What follows belongs to an exercise in optimizing a design on an open flow for small area; a production flow would make more cautious choices.
Function was checked by simulation only, so behaviour that the tests miss may differ from the original.
No activity file was given, so power comes from the tool's default toggle rates.

==> flow/design.v <==
module ALU(input [7:0] a,b,
           input [3:0] op,          
           input cin,
           output reg [7:0] result,
           output cout,
           output [7:0] bx);
  wire mov = (op==4'b1101)|(op==4'b1111);
  wire sub = (op==4'b0010)|(op==4'b0110)|(op==4'b1010)|(op==4'b1111);
  wire [7:0] ax = mov ? 8'd0 : a;
  assign bx = b ^ {8{sub}};
  wire [7:0] p = ax ^ bx;
  wire [7:0] g = ax & bx;
  wire [8:0] c;
  assign c[0] = cin;
  genvar i;
  generate
    for(i=0;i<8;i=i+1) begin : rc
      assign c[i+1] = g[i] | (p[i] & c[i]);
    end
  endgenerate
  assign cout = c[8];
  always@(*) begin
    case(op)
      4'b0000,4'b1000: result=g;
      4'b1100: result=p|g;
      4'b0001: result=p;
      default: result=p^c[7:0];
    endcase
  end
endmodule
module ARM(input clk,rst,
           output [31:0] imem_addr,
           input [31:0] imem_rdata,
           output [31:0] dmem_addr,dmem_wdata,
           output dmem_we,
           input [31:0] dmem_rdata);
  reg [1:0] ph;
  reg init;                      
  reg second, st_pend;
  reg [31:2] pc;
  reg N,Z,C,V;
  reg cy, zacc;
  reg pol;                       
  reg [31:0] line;
  reg [31:0] addr;
  wire last = (ph==2'd3);
  wire first = ~init & ~second;
  wire [31:0] ins = imem_rdata;
  wire [1:0] mode = ins[27:26];
  wire I = ins[25];
  wire [3:0] opc = ins[24:21];
  wire S = ins[20];
  wire [3:0] Rn = ins[19:16];
  wire [3:0] Rd = ins[15:12];
  wire [11:0] op12 = ins[11:0];
  wire exec;
  ConditionCheck condition_check(.condition(ins[31:28]), .SR({N,Z,C,V}),
        .condition_check_result(exec));
  reg dp_ok, dp_wb, dp_flags;
  always@(*) begin
    dp_ok=1'b1; dp_wb=1'b1; dp_flags=S;
    case(opc)
      4'b1101,4'b1111,4'b0100,4'b0101,4'b0010,4'b0110,4'b0000,4'b1100,4'b0001: ;
      4'b1010,4'b1000: begin dp_wb=1'b0; dp_flags=1'b1; end
      default: begin dp_ok=1'b0; dp_wb=1'b0; dp_flags=1'b0; end
    endcase
  end
  wire dp = (mode==2'b00) & dp_ok;
  wire ldst = (mode==2'b01) & (opc==4'b0100);
  wire ld = ldst & S;
  wire st = ldst & ~S;
  wire br = (mode==2'b10);
  wire two_round = exec & (dp | ldst);
  wire stageA = first & (dp | st);                          
  wire addr_round = (first & ld) | (second & st);           
  wire exe_round = second & dp;                              
  wire wb_round = second & ld;                               
  wire [3:0] ra = stageA ? (st ? Rd : op12[3:0]) : Rn;
  wire [7:0] rdat;
  wire [7:0] res;
  wire ld_take = wb_round & (ph==2'd0);
  wire [7:0] dslice = (ph==2'd0) ? dmem_rdata[7:0] : line[7:0];
  wire [7:0] wd = wb_round ? dslice : res;
  RegisterFile register_file(.clk(clk),
        .ph(ph), .pol(pol), .init(init),
        .we((exe_round & dp_wb) | wb_round),
        .wa(Rd),
        .wd(wd),
        .ra(ra),
        .rd(rdat));
  wire [7:0] streamA = (dp & I) ? ((ph==2'd0) ? op12[7:0] : 8'd0) : rdat;
  wire [4:0] amount = I ? {op12[11:8],1'b0} : (op12[4] ? 5'd0 : op12[11:7]);
  wire [1:0] kind = I ? 2'b11 : op12[6:5];
  wire [7:0] op2;
  Shifter shifter(.L(line), .ph(ph), .amount(amount), .kind(kind), .out(op2));
  wire [7:0] imm12 = (ph==2'd0) ? op12[7:0] :
                     (ph==2'd1) ? {{4{op12[11]}},op12[11:8]} : {8{op12[11]}};
  wire [3:0] aop = addr_round ? 4'b0100 : opc;
  wire usec = ~addr_round & ((opc==4'b0101)|(opc==4'b0110));
  wire subop = ~addr_round & ((opc==4'b0010)|(opc==4'b0110)|(opc==4'b1010));
  wire cin = (ph==2'd0) ? (usec ? C : subop) : cy;
  wire cout;
  wire [7:0] bx;
  ALU alu(.a(rdat), .b(addr_round ? imm12 : op2), .op(aop), .cin(cin),
        .result(res), .cout(cout), .bx(bx));
  wire arith = (opc==4'b0100)|(opc==4'b0101)|(opc==4'b0010)|(opc==4'b0110)|(opc==4'b1010);
  wire znow = ((ph==2'd0) | zacc) & (res==8'd0);
  always@(posedge clk) begin
    cy <= cout;
    zacc <= znow;
    if(ld_take)
      line <= {dmem_rdata[7:0], dmem_rdata[31:8]};
    else
      line <= {stageA ? streamA : line[7:0], line[31:8]};
    addr <= {res, addr[31:8]};
  end
  wire lastrnd = ~init & (second | ~two_round);     
  wire pc_step = last & lastrnd;
  wire [29:0] boff = (br & exec) ? {{6{ins[23]}},ins[23:0]} : 30'd0;
  wire [29:0] bg = pc_step ? boff : 30'd0;
  reg c15;
  wire [30:0] pcc;
  wire [15:0] shc;
  wire [29:0] pc_next;
  genvar gi;
  generate
    for(gi=0;gi<30;gi=gi+1) begin : pc_add
      wire ci = (gi==0) ? pc_step : (gi==15) ? (pc_step & c15) : pcc[gi];
      assign pc_next[gi] = pc[gi+2] ^ bg[gi] ^ ci;
      assign pcc[gi+1] = (pc[gi+2] & bg[gi]) | (ci & (pc[gi+2] ^ bg[gi]));
    end
    for(gi=0;gi<15;gi=gi+1) begin : pc_carry
      wire ci = (gi==0) ? 1'b1 : shc[gi];
      assign shc[gi+1] = (pc[gi+2] & boff[gi]) | (ci & (pc[gi+2] | boff[gi]));
    end
  endgenerate
  always@(posedge clk)
    c15 <= shc[15];
  always@(posedge clk,posedge rst) begin
    if(rst) begin
      ph <= 2'd0;
      pol <= 1'b0;
      init <= 1'b1;
      second <= 1'b0;
      st_pend <= 1'b0;
      pc <= 30'd0;
      {N,Z,C,V} <= 4'd0;
    end
    else begin
      ph <= ph + 2'd1;
      pol <= pol ^ last;
      pc <= pc_next;
      st_pend <= last & second & st;
      if(last) begin
        init <= 1'b0;
        second <= first & two_round;
        if(exe_round & dp_flags) begin
          N <= res[7];
          Z <= znow;
          if(arith) begin
            C <= cout ^ subop;
            V <= (rdat[7]==bx[7]) & (rdat[7]!=res[7]);
          end
        end
      end
    end
  end
  assign imem_addr = {pc,2'b00};
  assign dmem_addr = {addr[31:2],2'b00};
  assign dmem_wdata = line;
  assign dmem_we = st_pend;
endmodule
module ConditionCheck(input [3:0] condition,SR,
                      output condition_check_result);
  wire n,z,c,v;
  assign {n,z,c,v}=SR;
  reg even;
  always@(*) begin
    case(condition[3:1])
      3'd0: even=z;
      3'd1: even=c;
      3'd2: even=n;
      3'd3: even=v;
      3'd4: even=c&!z;
      3'd5: even=(n==v);
      3'd6: even=!z&(n==v);
      default: even=1'b1;
    endcase
  end
  assign condition_check_result = even ^ condition[0];
endmodule
module RegisterFile(input clk,
                    input [1:0] ph,
                    input pol,
                    input init,
                    input we,
                    input [3:0] wa,
                    input [7:0] wd,
                    input [3:0] ra,
                    output [7:0] rd);
  wire [7:0] low [0:15];
  genvar i;
  generate
    for(i=0;i<15;i=i+1) begin : r
      reg [31:0] q;
      wire wen = init | (we && wa==i);
      wire [3:0] iv = i;
      wire [7:0] wdi = {wd[7:4] & {4{~init}},
                        init ? ({4{ph==2'd0}} & iv) : wd[3:0]};
      always@(posedge clk)
        q <= {wen ? (wdi ^ {8{~pol}}) : ~q[7:0], q[31:8]};
      assign low[i] = q[7:0];
    end
  endgenerate
  assign low[15] = {8{pol}};
  assign rd = low[ra] ^ {8{pol}};
endmodule
module Shifter(input [31:0] L,
               input [1:0] ph,
               input [4:0] amount,
               input [1:0] kind,           
               output [7:0] out);
  wire lsl = (kind==2'd0);
  wire [4:0] na = ~amount;
  wire [5:0] nc;
  wire [4:0] neg;                          
  assign nc[0] = 1'b1;
  genvar i;
  generate
    for(i=0;i<5;i=i+1) begin : ng
      assign neg[i] = na[i] ^ nc[i];
      assign nc[i+1] = na[i] & nc[i];
    end
  endgenerate
  wire [4:0] sr = lsl ? neg : amount;
  wire [1:0] a = sr[4:3];
  wire [1:0] a1 = a + 2'd1;
  reg [7:0] sa;
  reg [6:0] sb;
  reg sign;
  always@(*) begin
    case(a)
      2'd0: sa=L[7:0];
      2'd1: sa=L[15:8];
      2'd2: sa=L[23:16];
      default: sa=L[31:24];
    endcase
    case(a1)
      2'd0: sb=L[6:0];
      2'd1: sb=L[14:8];
      2'd2: sb=L[22:16];
      default: sb=L[30:24];
    endcase
    case(ph)                               
      2'd0: sign=L[31];
      2'd1: sign=L[23];
      2'd2: sign=L[15];
      default: sign=L[7];
    endcase
  end
  wire [2:0] u = {1'b0,ph} + {1'b0,a};
  wire filling = (kind!=2'd3) & (amount!=5'd0);
  wire va = ~filling | (lsl ? u[2] : ~u[2]);
  wire vb = ~filling | (lsl ? (u[2] | (u[1]&u[0])) : (~u[2] & ~(u[1]&u[0])));
  wire f = (kind==2'd2) & sign;
  wire [14:0] w = {vb ? sb : {7{f}}, va ? sa : {8{f}}};
  wire [14:0] ws = w >> sr[2:0];
  assign out = ws[7:0];
endmodule
==> flow/flow/run.sh <==
#!/bin/bash
# Standard layout (the standard.sh, with its standard synthesis) with three changes:
#  - after floorplanning, OpenROAD's restructure re-maps the combinational logic for area
#    (flow/restructure.tcl); registers are not touched
#  - the input and output ports get sky130_fd_sc_hd__buf_1 port buffers
#  - clock tree: clkbuf_4 buffers, no dummy loads
set -euo pipefail
export BUFFER_PORTS_ARGS="-buffer_cell sky130_fd_sc_hd__buf_1"
export CTS_ARGS="-sink_clustering_enable -repair_clock_nets -sink_clustering_size 10 -sink_clustering_max_diameter 40 -buf_list sky130_fd_sc_hd__clkbuf_4 -dont_use_dummy_load"
bash standard.sh floorplan > standard_floorplan.log 2>&1
RES=orfs/results/$FLOW_PLATFORM/ARM/base
cp $RES/2_floorplan.odb restructure_in.odb
python3 flow/filter_lib.py $FLOW_HOME/platforms/$FLOW_PLATFORM/lib/sky130_fd_sc_hd__tt_025C_1v80.lib restructure_lib.lib 'sky130_fd_sc_hd__lpflow_*' 'sky130_fd_sc_hd__probe*' > filter_lib.log 2>&1
openroad -no_init -exit flow/restructure.tcl > restructure.log 2>&1
bash standard.sh finish > standard_finish.log 2>&1
==> flow/flow/filter_lib.py <==
# Copy a Liberty file without the cells matching the given name patterns (the platform's
# don't-use cells), so that restructure cannot pick them.
import fnmatch, re, sys
src, dst = sys.argv[1], sys.argv[2]
pats = sys.argv[3:]
text = open(src).read()
out = []
pos = 0
for m in re.finditer(r'\n\s*cell\s*\(\s*"?([A-Za-z0-9_]+)"?\s*\)\s*\{', text):
    if m.start() < pos:
        continue
    name = m.group(1)
    if not any(fnmatch.fnmatch(name, p) for p in pats):
        continue
    depth = 0
    i = text.index('{', m.start())
    while True:
        c = text[i]
        if c == '{':
            depth += 1
        elif c == '}':
            depth -= 1
            if depth == 0:
                break
        i += 1
    out.append(text[pos:m.start()])
    pos = i + 1
out.append(text[pos:])
open(dst, 'w').write(''.join(out))
==> flow/flow/restructure.tcl <==
# Re-map the combinational logic of the floorplanned design for area with OpenROAD's
# restructure (ABC); flip-flops and ports stay as they are.
set res orfs/results/$::env(FLOW_PLATFORM)/ARM/base
set lib $::env(FLOW_HOME)/platforms/$::env(FLOW_PLATFORM)/lib/sky130_fd_sc_hd__tt_025C_1v80.lib
read_db restructure_in.odb
read_liberty $lib
# ABC maps onto a copy of the library without the don't-use cells (run.sh writes it)
set maplib restructure_lib.lib
read_sdc $res/2_floorplan.sdc
set_dont_use {sky130_fd_sc_hd__probe_p_8 sky130_fd_sc_hd__probec_p_8 sky130_fd_sc_hd__lpflow_*}
report_design_area
file mkdir rmp_work
restructure -target area -liberty_file $maplib -tielo_port sky130_fd_sc_hd__conb_1/LO -tiehi_port sky130_fd_sc_hd__conb_1/HI -work_dir rmp_work -abc_logfile rmp_work/abc.log
report_design_area
# refuse cells the platform marks don't-use
foreach inst [[ord::get_db_block] getInsts] {
  set m [[$inst getMaster] getName]
  if {[string match sky130_fd_sc_hd__lpflow_* $m] || [string match sky130_fd_sc_hd__probe* $m]} {
    error "restructure used don't-use cell $m"
  }
}
write_db $res/2_floorplan.odb
==> flow/standard.sh <==
#!/bin/bash
# synth_recipe.tcl (not shown) runs the flow's synth.tcl, then flattens the netlist and writes it again
# the make line also repeats each setting of config.mk as NAME=value (left out here)
make -C /OpenROAD-flow-scripts/flow DESIGN_CONFIG=/design/flow/config.mk WORK_HOME=/design/flow/orfs CLKGATE_MAP_FILE= SYNTH_SCRIPT=/design/flow/synth_recipe.tcl "${@:-finish}"
==> flow/config.mk <==
export PLATFORM = sky130hd
export DESIGN_NAME = ARM
export DESIGN_NICKNAME = ARM
export VERILOG_FILES = /design/flow/design.v
export SDC_FILE = /design/flow/constraint.sdc
export NUM_CORES = 4
export LEC_CHECK = 0
export ABC_AREA = 1
export CAP_MARGIN = 0
export CORE_MARGIN = 2
export CORE_UTILIZATION = 72
export GPL_TIMING_DRIVEN = 0
export PLACE_DENSITY = 0.85
export SLEW_MARGIN = 0
==> flow/constraint.sdc <==
create_clock -name core_clock -period 12.0 [get_ports {clk}]
set_input_delay 2.4000 -clock core_clock [delete_from_list [all_inputs] [get_ports {clk}]]
set_output_delay 2.4000 -clock core_clock [all_outputs]
set_load 0.01 [all_outputs]
==> notes.md, run 1 <==
Post-Syn Instances around 1900; CTS Buffer Depth 3; die area 27660 um^2; CTS tree built; I/O Pins between 150 and 200; DRC 0; first-pass GRT wire length 67630 um; minimum clock period about 11 ns; worst-case hold path end point register_file.r[3].q[12]; startpoint types input port; Clk pin slew, worst setup/hold paths around 0.09 ns; fin nets 1840; Final setup viols 0; IO Port Bufs roughly 160; Chip Width roughly 170 um; Vias between 10000 and 15000; Worst path slowest cell a222oi_1; post-synthesis cell type count between 50 and 60; DRT iter0 DRCs about 1700; met1 usage about 40%; Post-synth EDFFs 0; worst skew pair latency 0.70 ns; sequential share of the synthesized area between 60% and 70%; CP max FO 17; CP arrival 11.89 ns; CP endpoint kind register; RSZ-0062 raised after global routing false; worst flop-to-flop path startpoint init; R2R Path End register_file.r[11].q[31]; DR WL/cell between 20 and 25 um; max-slew violation count 0; Routed Antenna Nets 0; Post-Syn Area 18970 um^2; number of global-route vias before repair around 13000; status complete, no violations; MaxCap Viol Count 0; area fraction of the dominant cell type after synthesis 57.53%; Reg2Reg Depth 28; Root Buffer clkbuf_4; WS Path Type input port to register; Die Ht ~170 um; number of CTS-inserted buffers between 70 and 80; #FFs+latches synth 585; total gr overflow 0; CP max stage delay between 0.6 and 0.7 ns; Hold Path Depth 0; PD cells just under 200 nW/um^2; top cells by area, synth dfxtp_1 (58%), nand2_1 (7.7%), dfrtp_1 (5.1%); Total Power 0.003773 W; synthesized area per cell between 10 and 15 um^2; Final Cycle Share ~95%; Layout area overhead 1.379%; min-delay src register_file.r[3].q[20]; Worst EP required 12.48 ns; ys async rst share ~6.8%; Sinks on Clock Net between 500 and 600; First-pass DRT Iterations 8; reg2reg setup slack 2.93 ns; largest area contributor in the netlist dfxtp_1; M3 GR Usage approximately 5.5%; Slew HR approximately an eighth; f_max 87.62 MHz; share of cells above drive strength 1 between 5 and 6%; top post-synthesis cells by count dfxtp_1 (545), nand2_1 (390), inv_1 (194); H-tree level count 3; CORE AREA approximately 26000 um^2; Hold Crit Class register to register; main flop type after synthesis dfxtp_1; Hold Fails Final Rpt 0; met2 Usage GRT roughly half; pin count of the biggest net entering global routing 48; Worst VDD drop ~0.15 mV; gr busiest metal met2; routability cong. approximately 0.96; Initial Util 72.99%; P_leak 7.298 nW; Final HPWL DP 31230 um; antenna violations before repair 1; final wirelength 43590 um; hold slack 0.2972 ns; Syn. warnings 5; count leader, synth dfxtp_1; worst slew pin tran 1.302 ns; row count ~60; GR Util All Layers between 30% and 40%; Final Skew between 0.08 and 0.09 ns; Vias/cell about 6.3
placed cells by master, fill, tap and decap left out, types with 15 or more instances in the layout:
cell       instances
o21a_1            21
a22o_1            36
or2_0             15
dfrtp_1           39
nor2_1           130
o22ai_1          149
nor3_1            24
nand2_1           74
a221oi_1          17
a222oi_1          37
a2bb2oi_1         27
clkbuf_4          72
a21oi_1           21
buf_1            160
and2_0            15
o21ai_0          108
clkinv_1          93
dfxtp_1          545
a22oi_1           32
xor2_1            16
worst max-delay path: cells and delay by family:
family | cells | cell delay (ns)
XOR/XNOR | 1 | 0.17
AND/OR/NAND/NOR | 11 | 2.33
buffers and inverters | 8 | 1.87
AO/OA/AOI/OAI | 19 | 5.09
layout make-up:
| cell class | count | area, um^2 |
|---|---|---|
| sequential | 585 | 11910 |
| fill | 1865 | 6758 |
| multi-input combinational | 855 | 5341 |
| timing repair buffer | 163 | 641.9 |
| clock buffer | 72 | 540.5 |
| tap | 335 | 419.2 |
| inverter | 95 | 361.6 |
| buffer | 2 | 7.507 |
| antenna | 1 | 2.502 |
how the worst max path moves through the flow:
stage                    from                   endpoint  cells after the start
2_1_floorplan  imem_rdata[25]   register_file.r[7].q[31]                     42
3_3_place_gp   imem_rdata[22]   register_file.r[3].q[31]                     31
3_5_place_dp    imem_rdata[7]  register_file.r[11].q[31]                     39
4_1_cts         imem_rdata[7]  register_file.r[11].q[31]                     39
5_1_grt         imem_rdata[7]  register_file.r[11].q[31]                     39
6_report        imem_rdata[7]  register_file.r[11].q[31]                     39
timing repair:
item | in CTS | in global routing
gates resized for setup | 0 | 4
hold buffers | 0 | 0
hold endpoints to repair | 0 | 0
setup endpoints to repair | 0 | 15
setup buffers | 0 | 0
flip-flops by register name, indices dropped and copies added, names as in the netlist:
register           cells
init                   1
zacc                   1
Z                      1
st_pend                1
c15                    1
pol                    1
pc                    30
register_file.r.q    480
N                      1
addr                  30
line                  32
ph                     2
second                 1
V                      1
C                      1
cy                     1
where the power goes:
part           internal (W)  switching [W]  leakage [nW]
Clock              0.000278       0.000556         0.331
Sequential          0.00218       0.000144          5.04
Combinational      0.000219       0.000392          1.93
Total               0.00268        0.00109          7.30
metrics by stage:
stage                     instances  TNS (ns)  utilization (%)  worst slack (ns)  area [um^2]
after CTS                      2107         0            73.91            0.4562        19210
after global placement         2030    -89.47            71.23            -2.050        18510
after floorplan                1894         0                -            0.5019        18980
after detailed placement       2035    -2.347            71.83           -0.2059        18670
after global routing           2108         0            73.99            0.1454        19230
final                          2108         0            73.99            0.5876        19230
metal layers:
metal  share of wire [%]  up-vias
met4                 4.5        0
met2                  46      720
met3                 7.7      133
met5                   0        -
li1                    -     6128
met1                  41     6282
kinds of logic after synthesis:
logic type	after synthesis	share of synthesized area, %
other	1	0.01977
AO/OA/AOI/OAI	335	10.53
XOR/XNOR	31	1.471
flip-flops	585	62.81
adder cells (fa/ha/maj)	61	5.489
buffers and inverters	256	5.317
AND/OR/NAND/NOR	602	13.31
multiplexers	20	1.056
==> inputs of run 2 (changes only) <==
--- a/flow/design.v
+++ b/flow/design.v
@@ -42,3 +42,2 @@
   reg cy, zacc;
-  reg pol;                       
   reg [31:0] line;
@@ -84,3 +83,3 @@
   RegisterFile register_file(.clk(clk),
-        .ph(ph), .pol(pol), .init(init),
+        .ph(ph), .init(init),
         .we((exe_round & dp_wb) | wb_round),
@@ -141,3 +140,2 @@
       ph <= 2'd0;
-      pol <= 1'b0;
       init <= 1'b1;
@@ -150,3 +148,2 @@
       ph <= ph + 2'd1;
-      pol <= pol ^ last;
       pc <= pc_next;
@@ -193,3 +190,2 @@
                     input [1:0] ph,
-                    input pol,
                     input init,
@@ -199,3 +195,3 @@
                     input [3:0] ra,
-                    output [7:0] rd);
+                    output reg [7:0] rd);
   wire [7:0] low [0:15];
@@ -210,3 +206,3 @@
       always@(posedge clk)
-        q <= {wen ? (wdi ^ {8{~pol}}) : ~q[7:0], q[31:8]};
+        q <= {wen ? wdi : q[7:0], q[31:8]};
       assign low[i] = q[7:0];
@@ -214,4 +210,4 @@
   endgenerate
-  assign low[15] = {8{pol}};
-  assign rd = low[ra] ^ {8{pol}};
+  assign low[15] = 8'd0;
+  always@(*) rd = low[ra];
 endmodule
--- a/flow/config.mk
+++ b/flow/config.mk
@@ -10,5 +10,5 @@
 export CORE_MARGIN = 2
-export CORE_UTILIZATION = 72
+export CORE_UTILIZATION = 60
 export GPL_TIMING_DRIVEN = 0
-export PLACE_DENSITY = 0.85
+export PLACE_DENSITY = 0.75
 export SLEW_MARGIN = 0
==> notes.md, run 2 <==
status complete, no violations; Most flops, register register_file.r.q; critical path's most frequent cell o21ai_0; count leader, synth dfxtp_1; leading cell type in the layout, fill and taps excluded dfxtp_1; CTS tree built; H-tree level count 3; GR Util All Layers between 20% and 30%; Hold Crit Class register to register; synthesized area per cell between 10 and 15 um^2; antenna violations before repair 2; Worst VDD drop roughly 0.12 mV; Reg2Reg Depth 26; I/O Pins about 160; f_max just under 90 MHz; share of cells above drive strength 1 roughly 4.4%; Worst path top cell family by delay compound AO/OA/AOI/OAI gates; number of global-route vias before repair about 13000; min-delay src register_file.r[9].q[15]; hold_buf cts 0; worst skew pair latency roughly 0.72 ns; Worst EP required between 10 and 15 ns; Vias 13330; First-pass DRT Iterations 6; Cells after DPL about 2200; die area between 30000 and 40000 um^2; multi-input logic area between 5000 and 6000 um^2; DRT iter0 DRCs ~1500; routability cong. between 0.9 and 1; #FFs+latches synth 584; ys async rst share under 10%; Clk pin slew, worst setup/hold paths approximately 0.10 ns; DRC 0; top post-synthesis cells by count dfxtp_1 (545), nand2_1 (383), o21ai_0 (180); CP Depth 35; Worst Path Buf+Inv 6; number of CTS-inserted buffers 74; CORE AREA ~31000 um^2; most frequent cells in the layout dfxtp_1 (545), clkinv_1 (183), buf_1 (160), o21ai_0 (154), nor2_1 (130); Final setup viols 0; first-pass GRT wire length between 70000 and 80000 um; Reg area about 12000 um^2; Slew HR roughly 5.0%; Post-synth EDFFs 0; largest area contributor in the netlist dfxtp_1; Final Skew ~0.11 ns; area fraction of the dominant cell type after synthesis 58.72%; CP endpoint kind register; Worst path slowest cell o21ai_0; final wirelength ~46000 um; RSZ-0062 raised after global routing false; Layout area overhead 4.309%; final cell count without fillers 2278; MaxCap Viol Count 0; startpoint types input port; main flop type after synthesis dfxtp_1; CP arrival 11.77 ns; Post-Syn Area 18580 um^2; Largest regs register_file.r.q (480), line (32); Final Cycle Share just over 90%; Routed Antenna Nets 0; Post-Syn Instances 1858; worst slew pin tran around 1.4 ns; number of flip-flops in the largest register between 400 and 500; Chip Width 180.0 um; CTS Buffer Depth 3; CP max stage delay slightly above 0.9 ns; max-slew violation count 0; CP max FO 17; DR WL/cell approximately 20 um; sequential share of the synthesized area 63.98%; fill cell count between 2000 and 3000; top cells by area, synth dfxtp_1 (59%), nand2_1 (7.7%), dfrtp_1 (5.1%); Hold Path Depth 0; Die Ht ~180 um; fin nets 1949; Root Buffer clkbuf_4; Sinks on Clock Net slightly below 600; WS Path Type input port to register; P_leak 7.367 nW; # Post-CTS Setup Buffers 0; post-synthesis cell type count 52; minimum clock period between 10 and 15 ns; pin count of the biggest net entering global routing 40; Syn. warnings 5; CTS resizes 0; IO Port Bufs about 160; PD cells between 200 and 250 nW/um^2; setup TNS 0 ns; total gr overflow 0; row count 64; Vias/cell a little under 6; CP Launch Point imem_rdata[25]; worst flop-to-flop path startpoint ph[1]; Final HPWL DP 33830 um; Initial Util between 60% and 70%; Hold Fails Final Rpt 0
run 2: cell count changes in the layout (fill, tap and decap cells not counted), sizes merged, moves of 8 or more:
| cell | delta |
|---|---|
| nand3 | -9 |
| a22o | -11 |
| a31oi | +10 |
| nand2 | +38 |
| o21a | -8 |
| clkinv | +90 |
| o22a | +16 |
| a222oi | -17 |
| a2bb2oi | -8 |
| o22ai | -27 |
| o21ai | +46 |
| a21oi | +8 |
run 2: kinds of logic after synthesis:
family | Yosys count | share of synthesized area (%)
other | 1 | 0.02018
AOI/OAI and AO/OA | 358 | 11.25
and+or+nand+nor | 600 | 13.29
xor gates and xnor gates | 15 | 0.7475
DFF | 584 | 63.98
muxes | 2 | 0.1145
adders and majority gates | 61 | 5.602
buffers and inverters | 237 | 5.003
run 2: per-layer routing:
metal | vias to the layer above | GRT usage, % | part of all wire, %
met1 | 6258 | 39.29 | 44
met4 | 0 | 11.93 | 4.0
li1 | 6304 | - | -
met2 | 641 | 44.12 | 44
met3 | 127 | 4.639 | 8.1
met5 | - | 0 | 0
run 2: per-stage QoR:
stage | area, um^2 | utilization (%) | setup slack, ns | hold WS (ns) | total power (W)
final | 19380 | 63.53 | 0.7702 | 0.2853 | 0.003985
after global routing | 19380 | 63.53 | 0.2035 | 0.2593 | 0.004168
after CTS | 19380 | 63.52 | 1.119 | 0.2664 | 0.003993
after detailed placement | 18820 | 61.70 | 0.3670 | 0.3121 | 0.003158
after global placement | 18780 | 61.55 | -1.200 | 0.3096 | 0.003127
after floorplan | 18590 | - | 1.808 | 0.3096 | 0.002607
run 2: final cells by class:
cell class	instances	area share, %
multi-input cells	875	26.38
repair buffers	162	3.241
inverters	184	3.570
diodes	1	0.01291
flip-flops and latches	584	61.33
well taps	396	2.556
clock buffers	74	2.866
plain buffers	2	0.03873
run 2: worst register-to-register path: stages, from the launching register on:
cell and delay (ns):
dfrtp_1 0.45, nor2_1 0.49, a22oi_1 0.19, a2111oi_1 0.96
nor2_1 0.38, a31oi_1 0.44, a21oi_1 0.16, o32a_1 0.19
o21ai_0 0.15, a21oi_1 0.06, a31oi_1 0.24, a2bb2oi_1 0.29
nor2b_1 0.28, clkinv_1 0.13, o21a_1 0.16, o21a_1 0.21
o21a_1 0.20, o21ai_0 0.31, o21a_1 0.21, o22ai_1 0.11
a21oi_1 0.25, a2bb2oi_1 0.09, o21ai_0 0.43, clkinv_1 0.31
a22oi_1 0.24, a21o_1 0.77, o21ai_0 0.25
run 2: power breakdown:
part	leakage, nW	internal [W]	switching [W]
Combinational	2.06	0.000252	0.000520
Sequential	4.97	0.00220	0.000155
Clock	0.340	0.000285	0.000572
Total	7.37	0.00274	0.00125
run 2: path summary, 6_finish.rpt:
kind                                       endpoint  slack [ns]
min in group asynchronous                     ph[1]        1.77
setup reg to reg           register_file.r[3].q[31]        3.88
setup / recovery           register_file.r[3].q[31]        0.77
max in group asynchronous                         Z        9.71
hold / removal              register_file.r[9].q[7]        0.29
hold reg to reg             register_file.r[9].q[7]        0.29
==> inputs of run 3 (changes only) <==
--- a/flow/config.mk
+++ b/flow/config.mk
@@ -8,3 +8,3 @@
 export ABC_AREA = 1
-export CAP_MARGIN = 0
+export CAP_MARGIN = 20
 export CORE_MARGIN = 2
@@ -13,2 +13,2 @@
 export PLACE_DENSITY = 0.75
-export SLEW_MARGIN = 0
+export SLEW_MARGIN = 20
==> notes.md, run 3 <==
status complete, no violations; die area 32390 um^2; CP Launch Point imem_rdata[25]; CORE AREA 30510 um^2; Largest regs register_file.r.q (480), line (32); Layout area overhead 4.437%; share of cells above drive strength 1 4.417%; CP endpoint kind register; final wirelength around 46000 um; H-tree level count 3; Worst path slowest cell o21ai_0; final setup margin around 0.66 ns; Clk pin slew, worst setup/hold paths 0.10 ns; f_max 88.15 MHz; DRT iter0 DRCs between 1000 and 1500; count leader, synth dfxtp_1; PD cells just over 200 nW/um^2; number of CTS-inserted buffers 73; fill cell count 2517; Slew HR 23.78%; Root Buffer clkbuf_4; total gr overflow 0; Final HPWL DP 33800 um; Vias/cell roughly 5.8; reg2reg setup slack about 3.8 ns; CP max FO 15; Post-synth EDFFs 0; area fraction of the dominant cell type after synthesis between 50% and 60%; Final Skew ~0.085 ns; worst skew pair latency 0.71 ns; worst slew pin tran between 1 and 1.5 ns; hold slack between 0.2 and 0.3 ns; sequential share of the synthesized area 63.98%; Hold Fails Final Rpt 0; pin count of the biggest net entering global routing 40; Final setup viols 0; Reg2Reg Depth 26; worst flop-to-flop path startpoint ph[1]; Post-Syn Area between 15000 and 20000 um^2; DRC 0; hold_buf cts 0; number of flip-flops in the largest register 480; routability cong. ~0.9; Routed Antenna Nets 0; antenna violations before repair 1; pre-CTS setup slack roughly 0.21 ns; # Post-CTS Setup Buffers 0; CP max stage delay between 0.8 and 0.9 ns; Worst VDD drop about 0.12 mV; leading cell type in the layout, fill and taps excluded dfxtp_1; First-pass DRT Iterations 8; Most flops, register register_file.r.q; CP arrival between 10 and 15 ns; GR Util All Layers between 20% and 30%; Worst Setup EP register_file.r[3].q[31]; top post-synthesis cells by count dfxtp_1 (545), nand2_1 (383), o21ai_0 (180); CTS resizes 0; row count 64; minimum clock period approximately 11 ns; first-pass GRT wire length just over 70000 um; Initial Util about three fifths; DR WL/cell a little over 20 um; Hold Crit Class register to register; Die Ht around 180 um; largest area contributor in the netlist dfxtp_1; Final Cycle Share between 90 and 100%; Chip Width 180.0 um; Post-Syn Instances around 1900; I/O Pins approximately 160; Worst EP required between 10 and 15 ns; ys async rst share 6.678%; RSZ-0062 raised after global routing false; Sinks on Clock Net just under 600; MaxCap Viol Count 0; number of global-route vias before repair 12810; CTS tree built; critical path's most frequent cell o21ai_0; Vias between 10000 and 15000; #FFs+latches synth a little under 600; CTS Buffer Depth 3; main flop type after synthesis dfxtp_1; WS Path Type input port to register; R2R Path End register_file.r[3].q[31]; Syn. warnings 5; top cells by area, synth dfxtp_1 (59%), nand2_1 (7.7%), dfrtp_1 (5.1%); most frequent cells in the layout dfxtp_1 (545), clkinv_1 (183), buf_1 (160), o21ai_0 (151), nor2_1 (130); synthesized area per cell 10.00 um^2; IO Port Bufs about 160; max-slew violation count 0; P_leak about 7.4 nW; fin nets around 1900; post-synthesis cell type count 52; startpoint types input port
-- run 3: cell counts after synthesis --
Identical to the previous run, type by type.
-- run 3: how the worst min path moves through the flow --
| stage | cells after the start | startpoint | slack [ns] | to |
|---|---|---|---|---|
| final | 0 | register_file.r[1].q[31] | 0.28 | register_file.r[1].q[23] |
| after global routing | 0 | register_file.r[9].q[26] | 0.28 | register_file.r[9].q[18] |
| after CTS | 0 | register_file.r[12].q[8] | 0.28 | register_file.r[12].q[0] |
| after detailed placement | 0 | register_file.r[0].q[16] | 0.31 | register_file.r[0].q[8] |
| after global placement | 0 | register_file.r[9].q[30] | 0.31 | register_file.r[9].q[22] |
| after floorplan | 0 | register_file.r[0].q[8] | 0.31 | register_file.r[0].q[0] |
-- run 3: routing by layer --
layer | track usage, % | vias to the layer above | routed length (um)
met4 | 12.42 | 0 | 1837
met3 | 5.186 | 124 | 3771
met5 | 0 | - | 0
met2 | 43.45 | 645 | 20480
li1 | - | 6309 | -
met1 | 38.41 | 6202 | 20020
-- run 3: logic make-up (layout without fill, tap and decap cells) --
logic type	after synthesis	in the layout	synth area share, %
adder cells (fa/ha/maj)	61	0	5.602
buffers and inverters	237	420	5.003
XOR/XNOR	15	14	0.7475
multiplexers	2	1	0.1145
other	1	9	0.02018
flip-flops	584	584	63.98
AO/OA/AOI/OAI	358	532	11.25
AND/OR/NAND/NOR	600	320	13.29
-- run 3: worst max-delay path: cells and delay by family --
kind	cells	cell delay, ns
simple gates	4	1.40
compound gates	24	6.31
buf+inv	5	1.33
xor+xnor	1	0.42
-- run 3: cell type report --
class | count | area [um^2] | area share [%]
diodes | 1 | 2.502 | 0.01289
inverters | 184 | 691.9 | 3.565
flip-flops and latches | 584 | 11890 | 61.26
repair buffers | 161 | 635.6 | 3.275
multi-input cells | 875 | 5137 | 26.47
clock buffers | 73 | 548.0 | 2.824
well taps | 396 | 495.5 | 2.553
plain buffers | 2 | 7.507 | 0.03868
-- run 3: power breakdown --
part / total (W) / switching, W / internal [W] / leakage [nW]
combinational: 0.000769 / 0.000517 / 0.000252 / 2.06
clock: 0.000847 / 0.000566 / 0.000281 / 0.336
sequential: 0.00236 / 0.000155 / 0.00220 / 4.97
-- run 3: through the flow --
stage               cells  TNS, ns  util, %  instance area, um^2  total power, W
floorplan            1861        0        -                18590        0.002607
global placement     2199   -28.71    61.55                18780        0.003127
detailed placement   2202        0    61.78                18850        0.003157
CTS                  2275        0    63.58                19400        0.003982
global route         2276        0    63.61                19410        0.004156
finish               2276        0    63.61                19410        0.003973
==> inputs of run 4 (changes only) <==
--- a/flow/design.v
+++ b/flow/design.v
@@ -42,2 +42,3 @@
   reg cy, zacc;
+  reg pol;                       
   reg [31:0] line;
@@ -83,3 +84,3 @@
   RegisterFile register_file(.clk(clk),
-        .ph(ph), .init(init),
+        .ph(ph), .pol(pol), .init(init),
         .we((exe_round & dp_wb) | wb_round),
@@ -109,6 +110,4 @@
     zacc <= znow;
-    if(ld_take)
-      line <= {dmem_rdata[7:0], dmem_rdata[31:8]};
-    else
-      line <= {stageA ? streamA : line[7:0], line[31:8]};
+    line[31:24] <= stageA ? streamA : line[7:0];
+    line[23:0] <= ld_take ? dmem_rdata[31:8] : line[31:8];
     addr <= {res, addr[31:8]};
@@ -140,2 +139,3 @@
       ph <= 2'd0;
+      pol <= 1'b0;
       init <= 1'b1;
@@ -148,2 +148,3 @@
       ph <= ph + 2'd1;
+      pol <= pol ^ last;
       pc <= pc_next;
@@ -190,2 +191,3 @@
                     input [1:0] ph,
+                    input pol,
                     input init,
@@ -195,3 +197,3 @@
                     input [3:0] ra,
-                    output reg [7:0] rd);
+                    output [7:0] rd);
   wire [7:0] low [0:15];
@@ -206,3 +208,3 @@
       always@(posedge clk)
-        q <= {wen ? wdi : q[7:0], q[31:8]};
+        q <= {wen ? (wdi ^ {8{~pol}}) : ~q[7:0], q[31:8]};
       assign low[i] = q[7:0];
@@ -210,4 +212,4 @@
   endgenerate
-  assign low[15] = 8'd0;
-  always@(*) rd = low[ra];
+  assign low[15] = {8{pol}};
+  assign rd = low[ra] ^ {8{pol}};
 endmodule
--- a/flow/config.mk
+++ b/flow/config.mk
@@ -8,3 +8,3 @@
 export ABC_AREA = 1
-export CAP_MARGIN = 20
+export CAP_MARGIN = 10
 export CORE_MARGIN = 2
@@ -13,2 +13,2 @@
 export PLACE_DENSITY = 0.75
-export SLEW_MARGIN = 20
+export SLEW_MARGIN = 10
==> notes.md, run 4 <==
post-synthesis cell type count 55; Post-synth EDFFs 0; most frequent cells in the layout dfxtp_1 (545), buf_1 (160), o22ai_1 (153), clkinv_1 (112), o21ai_0 (94); worst slew pin tran 1.258 ns; routability cong. slightly below 1; area fraction of the dominant cell type after synthesis slightly below 60%; CP arrival between 10 and 15 ns; number of flip-flops in the largest register between 400 and 500; CTS tree built; complex-gate fraction of the synthesized area between 10% and 20%; CP max FO 9; First-pass DRT Iterations 6; Hold Fails Final Rpt 0; final wirelength roughly 46000 um; DR WL/cell approximately 21 um; Most flops, register register_file.r.q; Synth Area in Simple Gates between 10% and 20%; Root Buffer clkbuf_4; Logic pwr share approximately 17%; Slew HR 15.26%; Routed Antenna Nets 0; top post-synthesis cells by count dfxtp_1 (545), nand2_1 (296), inv_1 (196); first-pass GRT wire length 70040 um; I/O Pins about 160; post-synthesis adder-cell area fraction under 10%; f_max 88.76 MHz; Post-Syn Instances 1844; die area 32950 um^2; Switching Share a little under 30%; CORE AREA 31310 um^2; minimum clock period 11.27 ns; P_sw approximately 0.0011 W; WS Path Type input port to register; post-synthesis xor/xnor area fraction under 10%; leading cell type in the layout, fill and taps excluded dfxtp_1; main flop type after synthesis dfxtp_1; Post-Syn Area 18910 um^2; CTS Buffer Depth 3; Sinks on Clock Net around 590; Worst path slowest cell o211ai_1; CP endpoint kind register; number of global-route vias before repair approximately 13000; status complete, no violations; CP max stage delay about 0.8 ns; Hold Crit Class register to register; #FFs+latches synth just under 600; critical path's most frequent cell clkinv_1; IO Port Bufs about 160; fill cell count ~2600; Initial Util 60.40%; worst skew pair latency slightly above 0.7 ns; Seq pwr share 60.2%; count leader, synth dfxtp_1; ys async rst share under 10%; pin count of the biggest net entering global routing between 40 and 50; largest area contributor in the netlist dfxtp_1; mux share of post-synthesis cell area 1.733%; largest family of logic cells by synthesized area simple AND/OR/NAND/NOR gates; Reg2Reg Depth 29; Chip Width 181.5 um; fin nets roughly 1900; DRT iter0 DRCs between 1000 and 1500; Int Pwr between 0.002 and 0.003 W; GR Util All Layers 27.46%; setup TNS 0 ns; Final Cycle Share 93.88%; P_leak 7.245 nW; startpoint types input port; antenna violations before repair 2; Worst EP required 12.49 ns; DRC 0; Worst VDD drop approximately 0.12 mV; Final Skew around 0.11 ns; number of CTS-inserted buffers 74; Final HPWL DP around 33000 um; H-tree level count 3; sequential share of the synthesized area between 60% and 70%; PD cells 189.0 nW/um^2; Total Power between 0.003 and 0.004 W; Clk pin slew, worst setup/hold paths approximately 0.09 ns; Syn. warnings 5; top cells by area, synth dfxtp_1 (58%), nand2_1 (5.9%), dfrtp_1 (5.2%); Clk network pwr share between 20% and 30%; Layout area overhead 2.746%; total gr overflow 0; row count 65; max-slew violation count 0; Final setup viols 0; synthesized area per cell 10.26 um^2; RSZ-0062 raised after global routing false; Vias about 13000; Largest regs register_file.r.q (480), line (32); # Post-CTS Setup Buffers 0; share of cells above drive strength 1 between 6 and 7%; Hold Path Depth 0; Die Ht between 150 and 200 um; MaxCap Viol Count 0; Vias/cell roughly 6
run 4: metrics by stage:
| step | instance area (um^2) | cells | util, % | hold WS, ns | setup slack (ns) |
|---|---|---|---|---|---|
| CTS | 19390 | 2186 | 61.94 | 0.2708 | 0.07608 |
| finish | 19430 | 2189 | 62.05 | 0.2629 | 0.7342 |
| global placement | 18620 | 2097 | 59.47 | 0.3096 | -2.358 |
| floorplan | 18920 | 1847 | - | 0.3096 | 0.8602 |
| detailed placement | 18840 | 2112 | 60.17 | 0.3121 | -0.5926 |
| global route | 19430 | 2189 | 62.05 | 0.2620 | 0.06048 |
run 4: cell families (layout without fill, tap and decap cells):
logic type,count (synthesis),after routing
DFF,585,585
and+or+nand+nor,508,260
AOI/OAI and AO/OA,364,541
buffers and inverters,262,362
adders and majority gates,61,0
xor gates and xnor gates,32,27
muxes,31,1
other,1,11
run 4: layout make-up:
class / instances / area (um^2) / share of cell area, %
multi-input cells: 837 / 5300 / 27.28
clock buffers: 74 / 555.5 / 2.859
diodes: 3 / 7.507 / 0.03864
flip-flops and latches: 585 / 11910 / 61.31
well taps: 402 / 503.0 / 2.589
repair buffers: 173 / 718.2 / 3.696
plain buffers: 2 / 7.507 / 0.03864
inverters: 113 / 425.4 / 2.189
run 4: worst paths after layout:
check / from / end / slack [ns]
max: imem_rdata[22] / register_file.r[10].q[31] / 0.73
min: register_file.r[9].q[21] / register_file.r[9].q[13] / 0.26
max reg2reg: init / register_file.r[10].q[31] / 2.73
min reg2reg: register_file.r[9].q[21] / register_file.r[9].q[13] / 0.26
max in group asynchronous: rst / pc[13] / 9.67
min in group asynchronous: rst / N / 1.76
run 4: layer usage:
layer / GRT usage (%) / vias to the layer above / routed length, um / share of wire [%]
met5: 0 / - / 13 / 0.029
met4: 13.59 / 2 / 2000 / 4.4
met3: 4.974 / 123 / 3851 / 8.4
met2: 42.15 / 637 / 20010 / 44
met1: 37.66 / 6245 / 19710 / 43
li1: - / 6147 / - / -
run 4: critical path: cells and delay by family:
family / cells / cell delay, ns
AOI/OAI and AO/OA: 16 / 5.02
xor gates and xnor gates: 3 / 1.06
buffers and inverters: 8 / 2.16
and+or+nand+nor: 6 / 1.09
run 4: what timing repair did:
| item | CTS | global route |
|---|---|---|
| endpoints found under the setup margin | 0 | 15 |
| gates resized for setup | 0 | 4 |
| hold buffers | 0 | 0 |
run 4: power groups by stage:
stage / sequential [W] / clock [W] / combinational (W)
2_1_floorplan: 0.00232 / 0 / 0.000437
3_3_place_gp: 0.00225 / 0 / 0.000566
3_5_place_dp: 0.00225 / 0 / 0.000598
4_1_cts: 0.00221 / 0.000874 / 0.000600
5_1_grt: 0.00223 / 0.000954 / 0.000658
6_report: 0.00221 / 0.000852 / 0.000611
==> inputs of run 5 (changes only) <==
--- a/flow/config.mk
+++ b/flow/config.mk
@@ -10,5 +10,5 @@
 export CORE_MARGIN = 2
-export CORE_UTILIZATION = 60
+export CORE_UTILIZATION = 66
 export GPL_TIMING_DRIVEN = 0
-export PLACE_DENSITY = 0.75
+export PLACE_DENSITY = 0.8
 export SLEW_MARGIN = 10
==> notes.md, run 5 <==
leading cell type in the layout, fill and taps excluded dfxtp_1; Root Buffer clkbuf_4; DR WL/cell ~21 um; Int Pwr 0.002590 W; Synth Area in Simple Gates between 10% and 20%; CTS Buffer Depth 3; I/O Pins between 150 and 200; Routed Antenna Nets 0; Clk network pwr share between 20% and 30%; main flop type after synthesis dfxtp_1; Post-Syn Area between 15000 and 20000 um^2; WS Path Type input port to register; Worst EP required 12.50 ns; pin count of the biggest net entering global routing 41; RSZ-0062 raised after global routing false; mux share of post-synthesis cell area between 1.5 and 2%; CP endpoint kind register; share of cells above drive strength 1 under 10%; first-pass GRT wire length 70040 um; post-synthesis xor/xnor area fraction roughly 1.5%; most frequent cells in the layout dfxtp_1 (545), buf_1 (160), o22ai_1 (153), clkinv_1 (112), o21ai_0 (97); top cells by area, synth dfxtp_1 (58%), nand2_1 (5.9%), dfrtp_1 (5.2%); top post-synthesis cells by count dfxtp_1 (545), nand2_1 (296), inv_1 (196); synthesized area per cell between 10 and 15 um^2; Sinks on Clock Net between 500 and 600; area fraction of the dominant cell type after synthesis just under 60%; Switching Share about 29%; MaxCap Viol Count 0; critical path's most frequent cell clkinv_1; CTS tree built; Clk pin slew, worst setup/hold paths around 0.090 ns; DRC 0; CORE AREA between 20000 and 30000 um^2; CP max FO 9; complex-gate fraction of the synthesized area between 10 and 15%; setup TNS 0 ns; final wirelength between 40000 and 50000 um; Layout area overhead 2.680%; f_max about 87 MHz; Post-Syn Instances about 1800; Hold Crit Class register to register; worst slew pin tran between 1 and 1.5 ns; final setup margin 0.4619 ns; Final Cycle Share between 90% and 100%; Logic pwr share around 17%; Die Ht about 170 um; antenna violations before repair 3; number of CTS-inserted buffers 73; H-tree level count 3; First-pass DRT Iterations 6; count leader, synth dfxtp_1; status complete, no violations; CP max stage delay just over 0.8 ns; number of global-route vias before repair approximately 13000; post-synthesis adder-cell area fraction around 5.5%; IO Port Bufs 158; Seq pwr share 60.3%; Syn. warnings 5; sequential share of the synthesized area 62.99%; pre-CTS setup slack -0.6453 ns; Final setup viols 0; DRT iter0 DRCs between 1000 and 1500; PD cells 188.8 nW/um^2; Hold Fails Final Rpt 0; Initial Util approximately 68%; Largest regs register_file.r.q (480), line (32); Post-synth EDFFs 0; hold_buf cts 0; P_sw 0.001077 W; Final Skew 0.1073 ns; fin nets ~1900; post-synthesis cell type count 55; max-slew violation count 0; die area ~30000 um^2; minimum clock period 11.54 ns; Worst VDD drop roughly 0.14 mV; GR Util All Layers roughly 30%; startpoint types input port; P_leak roughly 7.2 nW; worst skew pair latency 0.72 ns; Vias between 10000 and 15000; Most flops, register register_file.r.q; total gr overflow 0; Vias/cell approximately 6; routability cong. 0.9861; row count 61; largest area contributor in the netlist dfxtp_1; Slew HR 8.273%; Chip Width ~170 um; CP arrival 12.04 ns; Final HPWL DP 33340 um; Worst path slowest cell o21ai_0; largest family of logic cells by synthesized area simple AND/OR/NAND/NOR gates; #FFs+latches synth roughly 590; ys async rst share under 10%; number of flip-flops in the largest register 480
[run 5: cell counts after synthesis]
No cell type changed its count.
[run 5: stage by stage]
stage / utilization (%) / power (W) / hold WS, ns / instances / area [um^2]
after global placement: 66.37 / 0.002814 / 0.3097 / 2073 / 18590
after detailed placement: 67.08 / 0.002851 / 0.3121 / 2084 / 18790
after floorplan: - / 0.002755 / 0.3096 / 1847 / 18920
after CTS: 69.06 / 0.003672 / 0.2849 / 2157 / 19340
final: 69.32 / 0.003667 / 0.2861 / 2165 / 19420
after global routing: 69.30 / 0.003835 / 0.2733 / 2163 / 19410
[run 5: final cells by class]
class	instances	area, um^2
Sequential cell	585	11910
Fill cell	2123	8593
Multi-Input combinational cell	837	5305
Timing Repair Buffer	174	738.2
Clock buffer	73	548.0
Tap cell	378	473.0
Inverter	113	425.4
Buffer	2	7.507
Antenna cell	3	7.507
[run 5: final timing paths]
kind / depth (start not counted) / endpoint / startpoint / slack (ns)
max in group asynchronous: 2 / pc[6] / rst / 9.72
setup / recovery: 33 / register_file.r[5].q[31] / imem_rdata[22] / 0.46
min in group asynchronous: 2 / pc[30] / rst / 1.79
hold reg to reg: 0 / register_file.r[8].q[22] / register_file.r[8].q[30] / 0.29
hold / removal: 0 / register_file.r[8].q[22] / register_file.r[8].q[30] / 0.29
setup reg to reg: 29 / register_file.r[5].q[31] / init / 2.35
[run 5: routing by layer]
| layer | vias up | global-route usage, % | share of wire, % |
|---|---|---|---|
| met2 | 693 | 47.12 | 44 |
| met5 | - | 0 | 0 |
| met4 | 0 | 14.41 | 4.7 |
| met3 | 150 | 5.702 | 8.3 |
| li1 | 6137 | - | - |
| met1 | 6342 | 40.21 | 42 |
[run 5: timing repair]
item	4_1_cts	5_1_grt
resized for setup	1	4
setup endpoints to repair	2	15
setup buffers	0	3
pin swaps	0	1
[run 5: cell families (layout without fill, tap and decap cells)]
group	after synthesis	count (layout)
other	1	11
AOI/OAI and AO/OA	364	541
and+or+nand+nor	508	260
adders and majority gates	61	0
xor gates and xnor gates	32	27
muxes	31	1
buffers and inverters	262	362
DFF	585	585
[run 5: power by group through the flow]
stage | Clock, W | Sequential (W) | Combinational [W]
2_1_floorplan | 0 | 0.00232 | 0.000437
3_5_place_dp | 0 | 0.00225 | 0.000597
5_1_grt | 0.000946 | 0.00223 | 0.000658
4_1_cts | 0.000863 | 0.00221 | 0.000600
6_report | 0.000843 | 0.00221 | 0.000614
3_3_place_gp | 0 | 0.00225 | 0.000566
[run 5: critical path: cells and delay by family]
kind / cells / cell delay [ns]
AO/OA/AOI/OAI: 16 / 5.46
XOR/XNOR: 3 / 1.09
buffers and inverters: 8 / 1.97
AND/OR/NAND/NOR: 6 / 1.05
==> inputs of run 6 (changes only) <==
--- a/flow/config.mk
+++ b/flow/config.mk
@@ -8,7 +8,7 @@
 export ABC_AREA = 1
-export CAP_MARGIN = 10
+export CAP_MARGIN = 0
 export CORE_MARGIN = 2
-export CORE_UTILIZATION = 66
+export CORE_UTILIZATION = 60
 export GPL_TIMING_DRIVEN = 0
-export PLACE_DENSITY = 0.8
-export SLEW_MARGIN = 10
+export PLACE_DENSITY = 0.75
+export SLEW_MARGIN = 0
==> notes.md, run 6 <==
status complete, no violations; number of global-route vias before repair 12710; setup TNS 0 ns; First-pass DRT Iterations 7; ys async rst share under 10%; CP max stage delay roughly 0.73 ns; routability cong. ~0.96; Post-Syn Instances ~1800; #FFs+latches synth about 590; Root Buffer clkbuf_4; Final HPWL DP 32880 um; antenna violations before repair 2; Final Cycle Share 92.58%; Clk network pwr share 23.2%; WS Path Type input port to register; Vias/cell 6.009; number of CTS-inserted buffers 74; Cells after DPL between 2000 and 2500; fill cell count about 2500; GR Util All Layers a little over a quarter; Logic pwr share between 15 and 20%; Slew HR just over 7%; minimum clock period roughly 11 ns; P_leak roughly 7.2 nW; Vias roughly 13000; top post-synthesis cells by count dfxtp_1 (545), nand2_1 (296), inv_1 (196); Layout area overhead 2.786%; most frequent cells in the layout dfxtp_1 (545), buf_1 (160), o22ai_1 (152), clkinv_1 (111), o21ai_0 (98); Clk pin slew, worst setup/hold paths roughly 0.1 ns; max-slew violation count 0; final setup margin 0.8908 ns; DR WL/cell roughly 21 um; first-pass GRT wire length approximately 70000 um; Post-Syn Area between 15000 and 20000 um^2; CP arrival 11.60 ns; area fraction of the dominant cell type after synthesis 57.69%; CP max FO 18; sequential share of the synthesized area a little over three fifths; hold_buf cts 0; Syn. warnings 5; total gr overflow 0; final cell count without fillers around 2200; row count 65; Largest regs register_file.r.q (480), line (32); Worst EP required about 12 ns; worst skew pair latency 0.73 ns; P_sw around 0.0011 W; Hold Path Depth 0; RSZ-0062 raised after global routing false; PD cells around 190 nW/um^2; Worst VDD drop between 0.1 and 0.15 mV; Sinks on Clock Net 585; worst slew pin tran 1.379 ns; count leader, synth dfxtp_1; Post-synth EDFFs 0; Final Skew between 0.1 and 0.15 ns; fin nets ~1900; startpoint types input port; leading cell type in the layout, fill and taps excluded dfxtp_1; Initial Util about three fifths; MaxCap Viol Count 0; DRT iter0 DRCs ~1200; Seq pwr share 60.2%; share of cells above drive strength 1 about 6.3%; CP endpoint kind register; largest area contributor in the netlist dfxtp_1; Hold Crit Class register to register; number of flip-flops in the largest register between 400 and 500; Routed Antenna Nets 0; Reg2Reg Depth 28; Most flops, register register_file.r.q; Die Ht 181.5 um; synthesized area per cell just over 10 um^2; Switching Share 29.38%; IO Port Bufs roughly 160; die area 32950 um^2; pin count of the biggest net entering global routing between 40 and 50; Hold Fails Final Rpt 0; f_max 90.02 MHz; Int Pwr 0.002594 W; post-synthesis cell type count 55; final wirelength between 40000 and 50000 um; Final setup viols 0; pre-CTS setup slack -0.5357 ns; I/O Pins 163; top cells by area, synth dfxtp_1 (58%), nand2_1 (5.9%), dfrtp_1 (5.2%); CTS Buffer Depth 3; Chip Width ~180 um; Worst path slowest cell o21ai_0; CTS tree built; CORE AREA approximately 31000 um^2; DRC 0; H-tree level count 3; main flop type after synthesis dfxtp_1
[run 6: cell counts after synthesis]
No cell type changed its count.
[run 6: logic make-up (layout without fill, tap and decap cells)]
kind of cell,after synthesis,in the layout,share of synthesized area [%]
AO/OA/AOI/OAI,364,541,11.06
XOR/XNOR,32,27,1.482
adder cells (fa/ha/maj),61,0,5.505
buffers and inverters,262,360,5.372
flip-flops,585,585,62.99
multiplexers,31,1,1.733
other,1,10,0.01983
AND/OR/NAND/NOR,508,260,11.83
[run 6: final timing paths]
kind	to	slack, ns	start
max	register_file.r[8].q[31]	0.89	imem_rdata[7]
max in group asynchronous	pc[16]	9.70	rst
min	register_file.r[4].q[1]	0.25	register_file.r[4].q[9]
max reg2reg	register_file.r[8].q[31]	2.87	init
min in group asynchronous	pc[20]	1.74	rst
min reg2reg	register_file.r[4].q[1]	0.25	register_file.r[4].q[9]
[run 6: metal layers]
metal	wire length, um	up-vias	global-route usage (%)	part of all wire (%)
met3	3819	118	5.596	8.4
met5	0	-	0	0
met2	20050	632	42.41	44
met1	19760	6255	36.94	43
met4	1969	0	12.81	4.3
li1	-	6131	-	-
[run 6: critical path: cells and delay by family]
kind	cells	cell delay, ns
AND/OR/NAND/NOR	8	1.68
XOR/XNOR	3	1.08
AO/OA/AOI/OAI	19	4.99
buffers and inverters	6	1.43
[run 6: final cells by class]
type	instances	area (um^2)	share of cell area, %
Sequential cell	585	11910	61.29
Multi-Input combinational cell	837	5311	27.33
Buffer	2	7.507	0.03862
Tap cell	402	503.0	2.588
Antenna cell	2	5.005	0.02575
Timing Repair Buffer	171	713.2	3.669
Clock buffer	74	555.5	2.858
Inverter	113	429.2	2.208
[run 6: power by group through the flow]
stage,clock (W),sequential [W],combinational (W)
2_1_floorplan,0,0.00232,0.000437
3_3_place_gp,0,0.00225,0.000566
3_5_place_dp,0,0.00225,0.000597
4_1_cts,0.000872,0.00221,0.000600
5_1_grt,0.000960,0.00223,0.000658
6_report,0.000852,0.00221,0.000611
[run 6: timing repair]
| action | 4_1_cts | 5_1_grt |
|---|---|---|
| resized for setup | 0 | 8 |
| endpoints found under the setup margin | 0 | 15 |
| setup buffers | 0 | 2 |
[run 6: per-stage QoR]
stage	power (W)	hold slack, ns	util [%]	cell area, um^2
6_report	0.003673	0.2533	62.08	19440
3_3_place_gp	0.002814	0.3096	59.47	18620
2_1_floorplan	0.002755	0.3096	-	18920
5_1_grt	0.003849	0.2529	62.08	19440
4_1_cts	0.003682	0.2483	61.79	19350
3_5_place_dp	0.002852	0.3121	60.02	18790
==> inputs of run 7 (changes only) <==
--- a/flow/config.mk
+++ b/flow/config.mk
@@ -8,3 +8,3 @@
 export ABC_AREA = 1
-export CAP_MARGIN = 0
+export CAP_MARGIN = 5
 export CORE_MARGIN = 2
@@ -13,2 +13,2 @@
 export PLACE_DENSITY = 0.75
-export SLEW_MARGIN = 0
+export SLEW_MARGIN = 5
==> notes.md, run 7 <==
status complete, no violations; top cells by area, synth dfxtp_1 (58%), nand2_1 (5.9%), dfrtp_1 (5.2%); Initial Util between 60% and 70%; H-tree level count 3; Sinks on Clock Net roughly 590; Vias approximately 13000; Routed Antenna Nets 0; Final Skew 0.1083 ns; hold slack about 0.28 ns; Hold Crit Class register to register; IO Port Bufs between 150 and 200; minimum clock period 11.25 ns; number of CTS-inserted buffers 73; count leader, synth dfxtp_1; RSZ-0062 raised after global routing false; antenna violations before repair 2; worst slew pin tran approximately 1.3 ns; PD cells 188.9 nW/um^2; MaxCap Viol Count 0; max-slew violation count 0; Total Power 0.003664 W; row count 65; Worst Path Buf+Inv 7; Logic pwr share between 10% and 20%; DRC 0; Seq pwr share approximately 60%; synthesized area per cell roughly 10 um^2; Post-Syn Area 18910 um^2; Clk pin slew, worst setup/hold paths ~0.10 ns; CTS Buffer Depth 3; startpoint types input port; Switching Share 29.36%; Final HPWL DP approximately 33000 um; f_max a little under 90 MHz; WS Path Type input port to register; Cells after DPL between 2000 and 2500; Post-synth EDFFs 0; CP max stage delay between 0.7 and 0.8 ns; routability cong. 0.9637; number of global-route vias before repair between 10000 and 15000; Final setup viols 0; sequential share of the synthesized area between 60 and 70%; ys async rst share approximately 6.8%; total gr overflow 0; setup TNS 0 ns; post-synthesis cell type count 55; share of cells above drive strength 1 roughly 6%; Post-Syn Instances about 1800; Worst path top cell family by delay compound AO/OA/AOI/OAI gates; P_leak 7.214 nW; Worst EP required 12.55 ns; worst skew pair latency roughly 0.74 ns; #FFs+latches synth around 600; CTS resizes 0; P_sw 0.001076 W; CP max FO 9; Die Ht approximately 180 um; leading cell type in the layout, fill and taps excluded dfxtp_1; Vias/cell just over 6; CP arrival ~12 ns; GR Util All Layers between 20% and 30%; Worst path slowest cell o211ai_1; final wirelength roughly 46000 um; I/O Pins around 160; largest area contributor in the netlist dfxtp_1; critical path's most frequent cell clkinv_1; DR WL/cell about 21 um; top post-synthesis cells by count dfxtp_1 (545), nand2_1 (296), inv_1 (196); die area about 33000 um^2; Util after Layout slightly above 60%; DRT iter0 DRCs roughly 1300; CORE AREA roughly 31000 um^2; CP endpoint kind register; final cell count without fillers about 2200; Layout area overhead 2.561%; first-pass GRT wire length just under 70000 um; Root Buffer clkbuf_4; Final Cycle Share 93.76%; number of flip-flops in the largest register between 400 and 500; First-pass DRT Iterations 5; pin count of the biggest net entering global routing 41; Syn. warnings 5; # Post-CTS Setup Buffers 0; Slew HR a little under an eighth; main flop type after synthesis dfxtp_1; Most flops, register register_file.r.q; Worst VDD drop roughly 0.12 mV; Largest regs register_file.r.q (480), line (32); fin nets between 1500 and 2000; hold_buf cts 0; Clk network pwr share approximately 23%; CTS tree built; Int Pwr about 0.0026 W; Chip Width ~180 um; area fraction of the dominant cell type after synthesis 57.69%; most frequent cells in the layout dfxtp_1 (545), buf_1 (160), o22ai_1 (153), clkinv_1 (112), o21ai_0 (92); Hold Fails Final Rpt 0
run 7: cell counts after synthesis:
No cell type changed its count.
run 7: power by group through the flow:
| stage | clock network, W | logic [W] | registers (W) |
|---|---|---|---|
| after global placement | 0 | 0.000566 | 0.00225 |
| after global routing | 0.000953 | 0.000655 | 0.00223 |
| after CTS | 0.000869 | 0.000598 | 0.00221 |
| final | 0.000846 | 0.000608 | 0.00221 |
| after detailed placement | 0 | 0.000596 | 0.00225 |
| after floorplan | 0 | 0.000437 | 0.00232 |
run 7: worst paths after layout:
| path | from | to | slack (ns) | cells after the start |
|---|---|---|---|---|
| worst max-delay path | imem_rdata[22] | register_file.r[8].q[31] | 0.75 | 32 |
| worst min register to register | register_file.r[0].q[27] | register_file.r[0].q[19] | 0.28 | 0 |
| max in group asynchronous | rst | pc[16] | 9.75 | 2 |
| worst min-delay path | register_file.r[0].q[27] | register_file.r[0].q[19] | 0.28 | 0 |
| worst max register to register | init | register_file.r[8].q[31] | 2.67 | 28 |
| min in group asynchronous | rst | pc[20] | 1.77 | 2 |
run 7: kinds of logic after synthesis:
logic type | synth area share, %
compound gates | 11.06
xor+xnor | 1.482
fa+ha+maj | 5.505
buf+inv | 5.372
flops | 62.99
mux | 1.733
other cells | 0.01983
simple gates | 11.83
run 7: routing by layer:
| metal | global-route usage, % | vias to the layer above | part of all wire (%) |
|---|---|---|---|
| li1 | - | 6123 | - |
| met1 | 37.53 | 6300 | 44 |
| met2 | 42.01 | 608 | 44 |
| met3 | 4.834 | 127 | 7.7 |
| met4 | 13.40 | 0 | 4.6 |
| met5 | 0 | - | 0 |
run 7: layout make-up:
type | count | area [um^2]
antenna | 2 | 5.005
buffer | 2 | 7.507
clock buffer | 73 | 548.0
fill | 2490 | 11920
inverter | 113 | 425.4
multi-input combinational | 837 | 5305
sequential | 585 | 11910
tap | 402 | 503.0
timing repair buffer | 168 | 688.2
run 7: stage by stage:
| step | setup WS, ns | instance area [um^2] |
|---|---|---|
| after floorplan | 0.8602 | 18920 |
| after global placement | -2.358 | 18620 |
| after detailed placement | -0.5257 | 18790 |
| after CTS | 0.1807 | 19340 |
| after global routing | 0.2691 | 19390 |
| final | 0.7492 | 19390 |

[separate check: timing with driven ports]
The flow's constraints put no driver on any port. The routed layouts listed below were extracted and timed again, unchanged, in two steps.
Step 1, drivers: a clkbuf_16 drives clk and a buf_2 each remaining input, both assumed.
Step 2 adds t to the input delays and takes it off the output delays; t is the mean of the earliest and latest rising clock arrival at the registers after step 1. Input paths then give back, and output paths get back, about the clock's delay inside the block.
Slacks: ideal ports / drivers / drivers and shift; pairs: ideal ports / drivers.
| run | shift t [ns] | setup WS [ns] | worst setup path at the end | cell pins on the clock port's net |
|---|---|---|---|---|
| run 1 | 0.701 | 0.588 / 0.598 / -0.102 | input to register | 1 |
| run 2 | 0.718 | 0.770 / 0.797 / 0.080 | input to register | 1 |
| run 3 | 0.723 | 0.655 / 0.683 / -0.039 | input to register | 1 |
| run 4 | 0.706 | 0.734 / 0.742 / 0.036 | input to register | 1 |
| run 5 | 0.714 | 0.462 / 0.469 / -0.245 | input to register | 1 |
| run 6 | 0.719 | 0.891 / 0.911 / 0.192 | input to register | 1 |
| run 7 | 0.733 | 0.749 / 0.746 / 0.013 | input to register | 1 |
With both steps, setup timing fails in run 1, run 3 and run 5, where it was met with ideal ports. For run 7, which loses most, drivers alone change the setup slack by -0.003 ns; drivers and shift together by -0.736 ns.
